This design comes from an exercise in tuning for small area on the open sky130 flow, not from production work.
At most, simulation tests tie the RTL to the original design; equivalence was not proved.
Function not checked in run 3: the RTL went through the layout flow alone.

===== design.v =====
module blinking (
    input  logic        clk,
    input  logic        reset,
    input  logic        we,           
    input  logic [26:0] tnew,         
    output logic        led
);
    logic        valid;               
    logic [26:0] tq;
    logic [31:0] counter;
    logic        ge;
    assign ge = !valid || (counter[31:5] >= tq);
    always_ff @(posedge clk or posedge reset) begin
        if (reset) valid <= 1'b0;
        else if (we) valid <= 1'b1;
    end
    always_ff @(posedge clk) begin
        if (we) tq <= tnew;
    end
    always_ff @(posedge clk) begin
        if (ge) counter <= 32'd0;
        else    counter <= counter + 32'd1;
    end
    always_ff @(posedge clk or posedge reset) begin
        if (reset)   led <= 1'b0;
        else if (ge) led <= ~led;
    end
endmodule
module blinking_led
   #(parameter W = 4)
   (
    input  logic clk,
    input  logic reset,
    input  logic cs,
    input  logic read,
    input  logic write,
    input  logic [4:0] addr,
    input  logic [31:0] wr_data,
    output logic [31:0] rd_data,
    output logic [W-1:0] led_out
   );
   logic        we;
   logic [26:0] tnew;
   assign we   = cs && write && (addr[4:2] == 3'd0);
   assign tnew = wr_data[26:0] * 27'd3125;
   assign rd_data = 32'd0;
   genvar i;
   generate
      for (i = 0; i < W; i++) begin : g_led
         blinking led_i (.clk(clk), .reset(reset), .we(we && addr[1:0] == i),
                         .tnew(tnew), .led(led_out[i]));
      end
   endgenerate
endmodule

===== run.sh =====
#!/bin/bash
# synth_recipe.tcl (not shown) runs the flow's synth.tcl, then flattens the netlist and writes it again
# the make line also repeats each setting of config.mk as NAME=value (left out here)
make -C /OpenROAD-flow-scripts/flow DESIGN_CONFIG=/design/flow/config.mk WORK_HOME=/design/flow/orfs CLKGATE_MAP_FILE= SYNTH_SCRIPT=/design/flow/synth_recipe.tcl finish

===== config.mk =====
export PLATFORM = sky130hd
export DESIGN_NAME = blinking_led
export DESIGN_NICKNAME = blinking_led
export VERILOG_FILES = /design/flow/design.v
export SDC_FILE = /design/flow/constraint.sdc
export NUM_CORES = 4
export LEC_CHECK = 0
export CAP_MARGIN = 20
export CORE_MARGIN = 2
export CORE_UTILIZATION = 40
export SLEW_MARGIN = 20

===== constraint.sdc =====
create_clock -name core_clock -period 10.0 [get_ports {clk}]
set_input_delay 2.0000 -clock core_clock [delete_from_list [all_inputs] [get_ports {clk}]]
set_output_delay 2.0000 -clock core_clock [all_outputs]
set_load 0.01 [all_outputs]

==> results_dict.tcl, run 1 <==
set metrics [dict create \
    dieArea_sq_mm 0.04160 \
    antenna_found_initial 0 \
    r2r_start "g_led[0].led_i.tq[14]$_DFFE_PP_" \
    syn_to_final_growth_pct 10.12 \
    placed_area_sq_mm 0.01682 \
    fill_cells 3848 \
    min-delay-path-class "flop to flop" \
    post-route-period-util 0.7286 \
    yosysWarnings 1 \
    cp-start-kind "input pin" \
    initial_core_util 0.4034 \
    outcome "timing/DRC/antenna clean" \
    drt-pass1-iter-count 5 \
    die_x_microns 204.0 \
    dp_hpwl_microns 24630 \
    cts.repair.resized 0 \
    hold_viol_final 0 \
    core_sq_mm 0.03964 \
    cts_tree "yes" \
    setup_viol 0 \
    gr-total-overflow 0 \
    drcViolationCount 0 \
    max_freq_mhz 137.2 \
    worst_slack_ns 2.714 \
    path_clk_slew_ns 0.06 \
    ios 78 \
    hold_buffers 0 \
    vias 10497 \
    synth-edff-count 108 \
    fin_util 0.4443 \
    h-tree-depth 1 \
    critPathCaptureType "flop" \
    maxCapViolations 0 \
    async_reset_ff_frac 0.03279 \
    syn_inst 1625 \
    grt_pass1_vias 10582 \
    holdWs_ns 0.4515 \
    ys_ff_latch 244 \
    grt_usage 0.1588 \
    maxSlewHeadroom 0.3082 \
    drv_slew 0 \
    grt_setup_unrepaired "no" \
    finalSetupTns_ns 0 \
    numCtsBuffers 27 \
    fin_area_sq_mm 0.01761 \
    globalplace.congestion 0.8183 \
    antenna_cells 0 \
    worstHoldStart "g_led[1].led_i.counter[0]$_SDFF_PP0_" \
    finalNonFillerCells 2222 \
    crit_fanout 7 \
    clockBufferDepth 3 \
    ys_types 62 \
    criticalPathCategory "input pin to flop" \
    synth-seq-area-share 0.3755 \
    cp.arrival_ns 7.47 \
    fin_crit_ns 7.286 \
    grt_max_degree 34 \
    required_ns 10.18 \
    post_cts_buffers 0 \
    cts_root_buffer "clkbuf_16" \
    cts_sinks 244 \
    port_buffers 39 \
    ant_nets 0 \
    syn-cell-area_sq_mm 0.01599 \
    clk_latency_ns 0.54 \
    wl_per_cell_microns 14.35 \
    tightest_slew_ns 1.030 \
    die_y_microns 204.0 \
    drive_above_1_share 0.04007 \
    num-nets-final 2002 \
    post_drt_via_cell_ratio 4.724 \
    synth_ff_type "dfxtp_1" \
    dp.cells 2172 \
    routed_wl_microns 31880 \
    grt_pass1_wl_microns 53380 \
    dp_slack_ns 2.220 \
    skew_ns 0.01584 \
    crit_path_start "wr_data[1]" \
    drt_iter0_markers 529 \
    rows 73 \
    syn_area_per_cell_sq_um 9.842 \
]
-- critical path, cell delays in order --
cell             delay [ns]
clkdlybuf4s50_1        0.70
ha_1                   0.47
ha_1                   0.23
xor2_1                 0.17
ha_1                   0.18
a31oi_1                0.25
fa_1                   0.49
fa_1                   0.54
inv_1                  0.04
ha_1                   0.40
nand2_1                0.08
o21ai_0                0.18
a21oi_1                0.10
o22ai_1                0.32
nand3_1                0.18
a311o_1                0.31
xnor2_1                0.81
-- flip-flops by register name, indices dropped and copies added, names as in the netlist --
name                 count
g_led.led_i.counter    128
g_led.led_i.tq         108
g_led.led_i.led          4
g_led.led_i.valid        4
-- area by class of cell --
| class | count | area (sq um) | share of cell area |
|---|---|---|---|
| clock buffers | 34 | 701.9 | 0.03986 |
| clock inverters | 16 | 85.08 | 0.004831 |
| inverters | 284 | 1066 | 0.06053 |
| multi-input cells | 1077 | 8682 | 0.4930 |
| flip-flops and latches | 244 | 6006 | 0.3410 |
| well taps | 525 | 656.9 | 0.03730 |
| repair buffers | 42 | 412.9 | 0.02345 |
-- kinds of logic (layout without fill, tap and decap cells) --
| logic type | count (synthesis) | count (layout) | synth area share |
|---|---|---|---|
| buffers and inverters | 335 | 376 | 0.08950 |
| other | 1 | 32 | 0.0002345 |
| DFF | 244 | 244 | 0.3755 |
| xor gates and xnor gates | 159 | 159 | 0.08708 |
| adders and majority gates | 284 | 284 | 0.2518 |
| and+or+nand+nor | 461 | 461 | 0.1400 |
| AOI/OAI and AO/OA | 141 | 141 | 0.05594 |
-- cells in the final DEF, fill, tap and decap left out, types with 55 or more instances in the layout --
master and n:
xnor2_1 77, fa_1 63, nor2_1 185, nand3_1 55, xor2_1 82, inv_1 284, dfxtp_1 128, nand2_1 81
edfxtp_1 108, ha_1 221
-- metal layers --
metal / GRT usage / share of wire / wire, microns / vias up
li1: - / - / - / 5421
met1: 0.2215 / 0.49 / 15610 / 4911
met2: 0.2716 / 0.47 / 14940 / 130
met3: 0.01355 / 0.027 / 871 / 35
met4: 0.02873 / 0.014 / 453 / 0
met5: 0 / 0 / 0 / -
-- synth_stat cells (3+ instances only) --
| master | instances | area, sq um |
|---|---|---|
| or2_2 | 5 | 31.28 |
| nand2b_1 | 7 | 43.79 |
| nand3_1 | 55 | 275.3 |
| o221ai_1 | 3 | 26.28 |
| fa_1 | 63 | 1261 |
| and3_1 | 23 | 143.9 |
| nand4_2 | 3 | 37.54 |
| buf_4 | 39 | 292.8 |
| dfxtp_1 | 128 | 2562 |
| nor3_1 | 17 | 85.08 |
| and4_1 | 8 | 70.07 |
| o211ai_1 | 6 | 45.04 |
| clkbuf_1 | 5 | 18.77 |
| edfxtp_1 | 108 | 3243 |
| a21oi_1 | 49 | 245.2 |
| and2_1 | 3 | 18.77 |
| nand2_1 | 81 | 304.0 |
| xnor2_1 | 77 | 674.4 |
| nand4b_1 | 3 | 26.28 |
| xor2_1 | 82 | 718.2 |
| nor2b_1 | 8 | 50.05 |
| nand4_1 | 34 | 212.7 |
| a21o_1 | 19 | 142.6 |
| o21ai_0 | 25 | 125.1 |
| buf_6 | 3 | 33.78 |
| a211o_1 | 4 | 35.03 |
| dfrtp_1 | 8 | 200.2 |
| nor2_1 | 186 | 698.2 |
| nor4_1 | 8 | 50.05 |
| inv_1 | 284 | 1066 |
| buf_2 | 4 | 20.02 |
| a31oi_1 | 6 | 37.54 |
| o21a_1 | 5 | 37.54 |
| ha_1 | 221 | 2765 |
| nor3_2 | 3 | 30.03 |
| a211oi_1 | 8 | 60.06 |
-- path summary, 6_finish.rpt --
kind	slack (ns)	cells past startpoint	endpoint
setup / recovery	2.71	17	g_led[0].led_i.tq[25]$_DFFE_PP_
hold / removal	0.45	1	g_led[1].led_i.counter[0]$_SDFF_PP0_
setup reg to reg	7.19	9	g_led[0].led_i.led$_DFFE_PP0P_
hold reg to reg	0.45	1	g_led[1].led_i.counter[0]$_SDFF_PP0_
max in group asynchronous	7.69	2	g_led[0].led_i.valid$_DFFE_PP0P_
min in group asynchronous	1.86	2	g_led[3].led_i.led$_DFFE_PP0P_
==> inputs of run 2 (changes only) <==
--- a/design.v
+++ b/design.v
@@ -6,20 +6,34 @@
     output logic        led
 );
     logic        valid;               
-    logic [26:0] tq;
+    logic [26:0] tqn;                 
     logic [31:0] counter;
+    logic [31:0] cnext;
+    logic [27:0] cy;                  
+    logic [32:0] k;                   
     logic        ge;
-    assign ge = !valid || (counter[31:5] >= tq);
+    always_comb begin
+        cy[0] = 1'b1;
+        for (int i = 0; i < 27; i++)
+            cy[i+1] = (counter[i+5] & tqn[i]) | (counter[i+5] & cy[i]) | (tqn[i] & cy[i]);
+    end
+    assign ge = !valid || cy[27];
+    always_comb begin
+        k[0] = 1'b1;
+        for (int i = 0; i < 32; i++) begin
+            cnext[i] = (counter[i] ^ k[i]) & !ge;
+            k[i+1]   = k[i] & counter[i];
+        end
+    end
     always_ff @(posedge clk or posedge reset) begin
         if (reset) valid <= 1'b0;
         else if (we) valid <= 1'b1;
     end
     always_ff @(posedge clk) begin
-        if (we) tq <= tnew;
+        if (we) tqn <= ~tnew;
     end
     always_ff @(posedge clk) begin
-        if (ge) counter <= 32'd0;
-        else    counter <= counter + 32'd1;
+        counter <= cnext;
     end
     always_ff @(posedge clk or posedge reset) begin
         if (reset)   led <= 1'b0;
@@ -42,7 +56,21 @@
    logic        we;
    logic [26:0] tnew;
    assign we   = cs && write && (addr[4:2] == 3'd0);
-   assign tnew = wr_data[26:0] * 27'd3125;
+   function automatic logic [26:0] radd(input logic [26:0] a, input logic [26:0] b);
+      logic        c;
+      logic [26:0] s;
+      c = 1'b0;
+      for (int i = 0; i < 27; i++) begin
+         s[i] = a[i] ^ b[i] ^ c;
+         c    = (a[i] & b[i]) | (a[i] & c) | (b[i] & c);
+      end
+      radd = s;
+   endfunction
+   logic [26:0] x5, x3, x195;
+   assign x5   = radd(wr_data[26:0], {wr_data[24:0], 2'b0});
+   assign x3   = radd(wr_data[26:0], {wr_data[25:0], 1'b0});
+   assign x195 = radd(x3, {x3[20:0], 6'b0});
+   assign tnew = radd(x5, {x195[22:0], 4'b0});
    assign rd_data = 32'd0;
    genvar i;
    generate
==> run 2 against run 1 <==
  * The layout now fails its checks (negative setup slack)
  * Global-route usage is 2.5 points lower
  * Hold slack worse by 0.032 ns
  * Critical path depth is 16 higher
  * Maximum frequency is 32% lower
  * First-iteration DRC count is 24% lower
  * Synthesized area is 22% lower
  * Wire length is 32% lower
  * Register-to-register slack worse by 4.4 ns
==> results_dict.tcl, run 2 <==
set metrics [dict create \
    outcome "finished with violations" \
    so_faults "negative setup slack" \
    globalplace.congestion 0.7946 \
    post-route-period-util 1.068 \
    drt_iter0_markers 402 \
    num-nets-final 1299 \
    finalNonFillerCells 1471 \
    maxCapViolations 0 \
    rows 64 \
    tightest_slew_ns 0.6008 \
    routed_wl_microns 21670 \
    die_x_microns 180.5 \
    port_buffers 39 \
    cpPeakStageDelay_ns 0.42 \
    ys_types 61 \
    grt_usage 0.1341 \
    dieArea_sq_mm 0.03257 \
    drive_above_1_share 0.1795 \
    initial_core_util 0.4062 \
    hold_viol_final 0 \
    maxSlewHeadroom 0.5990 \
    syn_inst 968 \
    drv_slew 0 \
    cp-start-kind "input pin" \
    ys_top_cells_by_count "dfxtp_1, ha_1, edfxtp_1, fa_1, inv_1" \
    grt_setup_unrepaired "yes" \
    core_sq_mm 0.03067 \
    yosysTopAreaCell "edfxtp_1" \
    post_drt_via_cell_ratio 4.929 \
    setup_viol 12 \
    holdWs_ns 0.4197 \
    fill_cells 2689 \
    syn-cell-area_sq_mm 0.01246 \
    ios 78 \
    layout_common_cells "dfxtp_1, ha_1, edfxtp_1, nor2b_1, inv_1" \
    crit_path_top_delay_cell "fa_1" \
    final-seq-area_sq_mm 0.006006 \
    clockBufferDepth 3 \
    h-tree-depth 1 \
    cts_tree "yes" \
    reg_top3 "g_led.led_i.counter x128, g_led.led_i.tqn x108" \
    clk_latency_ns 0.53 \
    criticalPathCategory "input pin to flop" \
    gr-total-overflow 0 \
    grt_pass1_wl_microns 35590 \
    hold_buffers 0 \
    yosysWarnings 2 \
    yosysMostFrequentCell "dfxtp_1" \
    final_common_cell "dfxtp_1" \
    skew_ns 0.02031 \
    cts_sinks 244 \
    async_reset_ff_frac 0.03279 \
    worst_slack_ns -0.6762 \
    drt-pass1-iter-count 5 \
    synth-seq-area-share 0.4821 \
    ys_ff_latch 244 \
    finalSetupTns_ns -4.900 \
    syn_to_final_growth_pct 16.61 \
    min-delay-path-class "flop to flop" \
    dp_hpwl_microns 16470 \
    die_y_microns 180.5 \
    antenna_cells 0 \
    syn_area_per_cell_sq_um 12.87 \
    vias 7251 \
    ys_top_cells_by_area "edfxtp_1, dfxtp_1, ha_1" \
    dp.cells 1419 \
    synth-edff-count 108 \
    crit_fanout 4 \
    multi_input_area_sq_mm 0.006157 \
    fin_crit_ns 10.68 \
    grt_max_degree 34 \
    regMostFlops "g_led.led_i.counter" \
    ant_nets 0 \
    path_clk_slew_ns 0.06 \
    cp.arrival_ns 10.92 \
    antenna_found_initial 0 \
    cts_root_buffer "clkbuf_16" \
    critPathCaptureType "flop" \
    largest_reg_flops 128 \
    worst_path_most_repeated_cell "fa_2" \
    yosys.area.top_type_share 0.2603 \
    drcViolationCount 0 \
    synth_ff_type "dfxtp_1" \
    grt_pass1_vias 7291 \
    numCtsBuffers 27 \
    required_ns 10.24 \
    wl_per_cell_microns 14.73 \
    max_freq_mhz 93.67 \
    r2r_slack_ns 2.76 \
]
-- run 2: worst max-delay path, delay by kind of cell --
kind | cells | cell delay (ns)
adder cells (fa/ha/maj) | 25 | 8.04
XOR/XNOR | 4 | 0.60
buffers and inverters | 4 | 0.25
-- run 2: timing repair --
action / in CTS / in global routing
resized for setup: 20 / 8
setup endpoints to repair: 20 / 16
buffers inserted: 3 / 0
pin swaps: 4 / 0
-- run 2: cell type report --
class                      instances  area share
clock buffer                      43     0.06235
clock inverter                     7    0.002928
inverter                          66     0.01723
multi-input combinational        641      0.4238
sequential                       244      0.4134
tap                              396     0.03411
timing repair buffer              74     0.04616
-- run 2: cells by family (layout without fill, tap and decap cells) --
group                      after synthesis  in the layout  share of synthesized area
buffers and inverters                  114            190                    0.04811
and+or+nand+nor                        220            220                     0.1086
AOI/OAI and AO/OA                      160            160                    0.08989
xor gates and xnor gates                14             14                    0.01045
adders and majority gates              214            214                     0.2597
other                                    1             32                  0.0003010
muxes                                    1              1                  0.0009038
DFF                                    244            244                     0.4821
-- run 2: final timing paths --
kind	to	cells after the start	start
max	g_led[1].led_i.tqn[26]$_DFFE_PP_	33	wr_data[0]
min	g_led[0].led_i.counter[0]$_DFF_P_	1	g_led[0].led_i.counter[0]$_DFF_P_
max reg2reg	g_led[2].led_i.counter[31]$_DFF_P_	34	g_led[2].led_i.counter[0]$_DFF_P_
min reg2reg	g_led[0].led_i.counter[0]$_DFF_P_	1	g_led[0].led_i.counter[0]$_DFF_P_
max in group asynchronous	g_led[1].led_i.valid$_DFFE_PP0P_	2	reset
min in group asynchronous	g_led[1].led_i.led$_DFFE_PP0P_	2	reset
-- run 2: through the flow --
| stage | utilization | cell area [sq um] | setup slack, ns |
|---|---|---|---|
| 6_report | 0.4737 | 14530 | -0.6762 |
| 5_1_grt | 0.4737 | 14530 | -0.9118 |
| 4_1_cts | 0.4736 | 14520 | -0.7326 |
| 3_5_place_dp | 0.4412 | 13530 | -1.841 |
| 3_3_place_gp | 0.4412 | 13530 | -1.771 |
| 2_1_floorplan | - | 12740 | -0.8002 |
-- run 2: routing by layer --
layer,GRT usage,part of all wire,up-vias
met3,0.02122,0.041,20
met4,0.02903,0.012,0
met2,0.2217,0.46,137
li1,-,-,3568
met5,0,0,-
met1,0.1865,0.49,3526
==> inputs of run 3 (changes only) <==
==> design.v (replaced) <==
module blinking #(   
)(
    input  logic clk,
    input  logic reset,
    input  logic [31:0] rate_ms,    
    output logic led
);
    localparam CLK_FREQ = 100_000_000;
    logic [31:0] counter;
    logic [31:0] toggle_count;
    always_comb begin
        if (rate_ms != 0)
            toggle_count = (CLK_FREQ / 1000) * rate_ms;
        else
            toggle_count = 32'd0;
    end
    always_ff @(posedge clk or posedge reset) begin
        if (reset) begin
            counter <= 0;
            led <= 0;
        end else begin
            if (counter >= toggle_count) begin
                counter <= 0;
                led <= ~led;
            end else begin
                counter <= counter + 1;
            end
        end
    end
endmodule
module blinking_led
   #(parameter W = 4)
   (
    input  logic clk,
    input  logic reset,
    input  logic cs,
    input  logic read,
    input  logic write,
    input  logic [4:0] addr,
    input  logic [31:0] wr_data,
    output logic [31:0] rd_data,
    output logic [W-1:0] led_out
   );
    logic [31:0] led_rate [3:0];   
   always_ff @(posedge clk or posedge reset) begin
      if (reset) begin
            led_rate[0] <= 32'd0;
            led_rate[1] <= 32'd0;
            led_rate[2] <= 32'd0;
            led_rate[3] <= 32'd0;
      end 
      else if (cs && write) begin
         case (addr)
            5'd0: led_rate[0] <= wr_data;
            5'd1: led_rate[1] <= wr_data;
            5'd2: led_rate[2] <= wr_data;
            5'd3: led_rate[3] <= wr_data;
            default: ;  
         endcase
      end
   end
   assign rd_data = 32'd0;
   blinking led0(.clk(clk), .reset(reset), .rate_ms(led_rate[0]), .led(led_out[0]));
   blinking led1(.clk(clk), .reset(reset), .rate_ms(led_rate[1]), .led(led_out[1]));
   blinking led2(.clk(clk), .reset(reset), .rate_ms(led_rate[2]), .led(led_out[2]));
   blinking led3(.clk(clk), .reset(reset), .rate_ms(led_rate[3]), .led(led_out[3]));
endmodule
==> run 3 against run 2 <==
  * Now clean on timing, DRC and antenna
  * Global-route usage rose by 3.6 points
  * Setup slack improved by 3.6 ns
  * Synthesized area rose to 2.6 times the previous value
  * Register-to-register slack improved by 0.19 ns
  * First-iteration DRC count up 88%
  * Maximum frequency grew 52%
  * Hold slack better by 0.044 ns
  * Critical endpoint is now led0.led$_DFFE_PP0P_
  * Critical path depth is 6 lower
  * Wire length grew to 3.1 times the previous value
  * Die area rose to 2.5 times the previous value
  * Non-clock buffer count down 17
==> results_dict.tcl, run 3 <==
set metrics [dict create \
    outcome "timing/DRC/antenna clean" \
    grt_pass1_vias 22108 \
    syn_inst 3410 \
    dp_hpwl_microns 54500 \
    critPathCaptureType "flop" \
    post-route-period-util 0.7046 \
    rows 103 \
    grt_max_degree 97 \
    grt_pass1_wl_microns 113700 \
    ys_top_cells_by_count "inv_1, ha_1, dfrtp_1, fa_1, nand2_1" \
    routed_wl_microns 66500 \
    setup_viol 0 \
    cts.repair.resized 0 \
    h-tree-depth 2 \
    synth_ff_type "dfrtp_1" \
    cts_root_buffer "clkbuf_16" \
    fin_crit_ns 7.046 \
    fin_util 0.4388 \
    max_freq_mhz 141.9 \
    final_common_cell "inv_1" \
    drv_slew 0 \
    top_usage_layer "met2" \
    hold_buffers 0 \
    required_ns 10.43 \
    ys_types 77 \
    use_met1 0.2324 \
    post_drt_via_cell_ratio 4.721 \
    drcViolationCount 0 \
    drt-pass1-iter-count 5 \
    die_y_microns 286.1 \
    final-seq-area_sq_mm 0.006506 \
    skew_ns 0.02069 \
    tightest_slew_ns 0.8232 \
    syn-cell-area_sq_mm 0.03182 \
    drt_iter0_markers 757 \
    grt_usage 0.1705 \
    cp.arrival_ns 7.47 \
    vias 21391 \
    drive_above_1_share 0.07069 \
    post_cts_buffers 0 \
    yosysTopAreaCell "ha_1" \
    cp-start-kind "flop" \
    gr-total-overflow 0 \
    cpPeakStageDelay_ns 0.56 \
    crit_fanout 35 \
    worst_path_most_repeated_cell "inv_1" \
    min-delay-path-class "flop to flop" \
    port_buffers 44 \
    initial_core_util 0.4035 \
    numCtsBuffers 35 \
    syn_to_final_growth_pct 8.749 \
    clk_latency_ns 0.56 \
    hold_viol_final 0 \
    gr-usage-met2 0.2860 \
    largest_reg_flops 128 \
    yosysWarnings 4 \
    multi_input_area_sq_mm 0.02200 \
    num-nets-final 4339 \
    fill_cells 7739 \
    maxCapViolations 0 \
    synth-seq-area-share 0.2045 \
    cts_sinks 260 \
    wl_per_cell_microns 14.68 \
    regMostFlops "led_rate" \
    use_met3 0.01970 \
    crit_family "adder cells" \
    syn_area_per_cell_sq_um 9.332 \
    clockBufferDepth 3 \
    grt_setup_unrepaired "no" \
    die_x_microns 286.1 \
    path_clk_slew_ns 0.06 \
    yosys.area.top_type_share 0.2288 \
    ys_top_cells_by_area "ha_1, dfrtp_1, fa_1" \
    ant_nets 0 \
    core_sq_mm 0.07887 \
    ios 78 \
    ys_ff_latch 260 \
    async_reset_ff_frac 1.000 \
    finalSetupTns_ns 0 \
    cts_tree "yes" \
    criticalPathCategory "flop to flop" \
    dieArea_sq_mm 0.08183 \
    globalplace.congestion 0.8715 \
    critPathBufInv 6 \
    yosysMostFrequentCell "inv_1" \
    antenna_found_initial 1 \
    maxSlewHeadroom 0.4512 \
    layout_common_cells "inv_1, ha_1, fa_1, dfrtp_1, nand2_1" \
    synth-edff-count 0 \
    crit_path_top_delay_cell "fa_1" \
]
[run 3: final cells by class]
type                    instances  share of cell area
multi-input cells            2305              0.6359
well taps                    1050             0.03796
clock buffers                  44             0.02806
clock inverters                18            0.007918
repair buffers                 57             0.01555
inverters                     796             0.08656
flip-flops and latches        260              0.1880
diodes                          1          0.00007231
[run 3: through the flow]
stage | hold slack, ns | std cells | setup WS [ns] | instance area (sq um)
3_3_place_gp | 0.4567 | 4468 | 2.968 | 33360
6_report | 0.4632 | 4531 | 2.954 | 34610
4_1_cts | 0.4686 | 4530 | 2.887 | 34600
2_1_floorplan | 0.4428 | 3441 | 0.8449 | 31940
5_1_grt | 0.4771 | 4530 | 2.486 | 34600
3_5_place_dp | 0.4603 | 4468 | 2.941 | 33360
[run 3: logic make-up after synthesis]
| kind of cell | count (synthesis) | share of synthesized area |
|---|---|---|
| buf+inv | 876 | 0.1084 |
| fa+ha+maj | 842 | 0.3924 |
| simple gates | 716 | 0.1133 |
| compound gates | 359 | 0.07443 |
| flops | 260 | 0.2045 |
| xor+xnor | 242 | 0.06661 |
| mux | 114 | 0.04026 |
| other cells | 1 | 0.0001178 |
[run 3: worst paths after layout]
kind | start | to | slack [ns] | cells past startpoint
max | led_rate[0][10]$_DFFE_PP0P_ | led0.led$_DFFE_PP0P_ | 2.95 | 27
min | led1.led$_DFFE_PP0P_ | led1.led$_DFFE_PP0P_ | 0.46 | 1
max reg2reg | led_rate[0][10]$_DFFE_PP0P_ | led0.led$_DFFE_PP0P_ | 2.95 | 27
min reg2reg | led1.led$_DFFE_PP0P_ | led1.led$_DFFE_PP0P_ | 0.46 | 1
max in group asynchronous | reset | led1.counter[27]$_DFF_PP0_ | 6.82 | 3
min in group asynchronous | reset | led2.counter[6]$_DFF_PP0_ | 1.94 | 2
[run 3: layer usage]
metal  routed length [microns]  vias up  part of all wire
met5                         0        -                 0
met4                      1750        0             0.026
met3                      1530       87             0.023
met2                     31190      166              0.47
met1                     32030    10093              0.48
li1                          -    11045                 -

## static timing again, ports no longer ideal
In the flow no input, the clock included, has a driving cell. The finished layouts below were timed again as built, in two steps. Step 1, drivers: a clkbuf_16 drives clk and a buf_2 each remaining input, both assumed. Step 2 adds t to the input delays and takes it off the output delays; t is the mean of the earliest and latest rising clock arrival at the registers after step 1. Input paths then give back, and output paths get back, about the clock's delay inside the block. a / b / c = ideal / step 1 / step 2; a / b = the first two.
run	t, ns	setup slack, ns	hold WS [ns]	latest minus earliest clock arrival (ns)	worst register clock-pin slew, ns
run 1	0.573	2.714 / 2.733 / 2.159	0.451 / 0.451 / 0.451	0.017 / 0.017	0.06 / 0.06
run 2	0.568	-0.676 / -0.679 / -1.246	0.420 / 0.420 / 0.420	0.021 / 0.021	0.06 / 0.06
run 3	0.617	2.954 / 2.954 / 2.954	0.463 / 0.463 / 0.463	0.021 / 0.021	0.06 / 0.06
For run 2, which loses most, drivers alone change the setup slack by -0.003 ns; drivers and shift together by -0.570 ns.
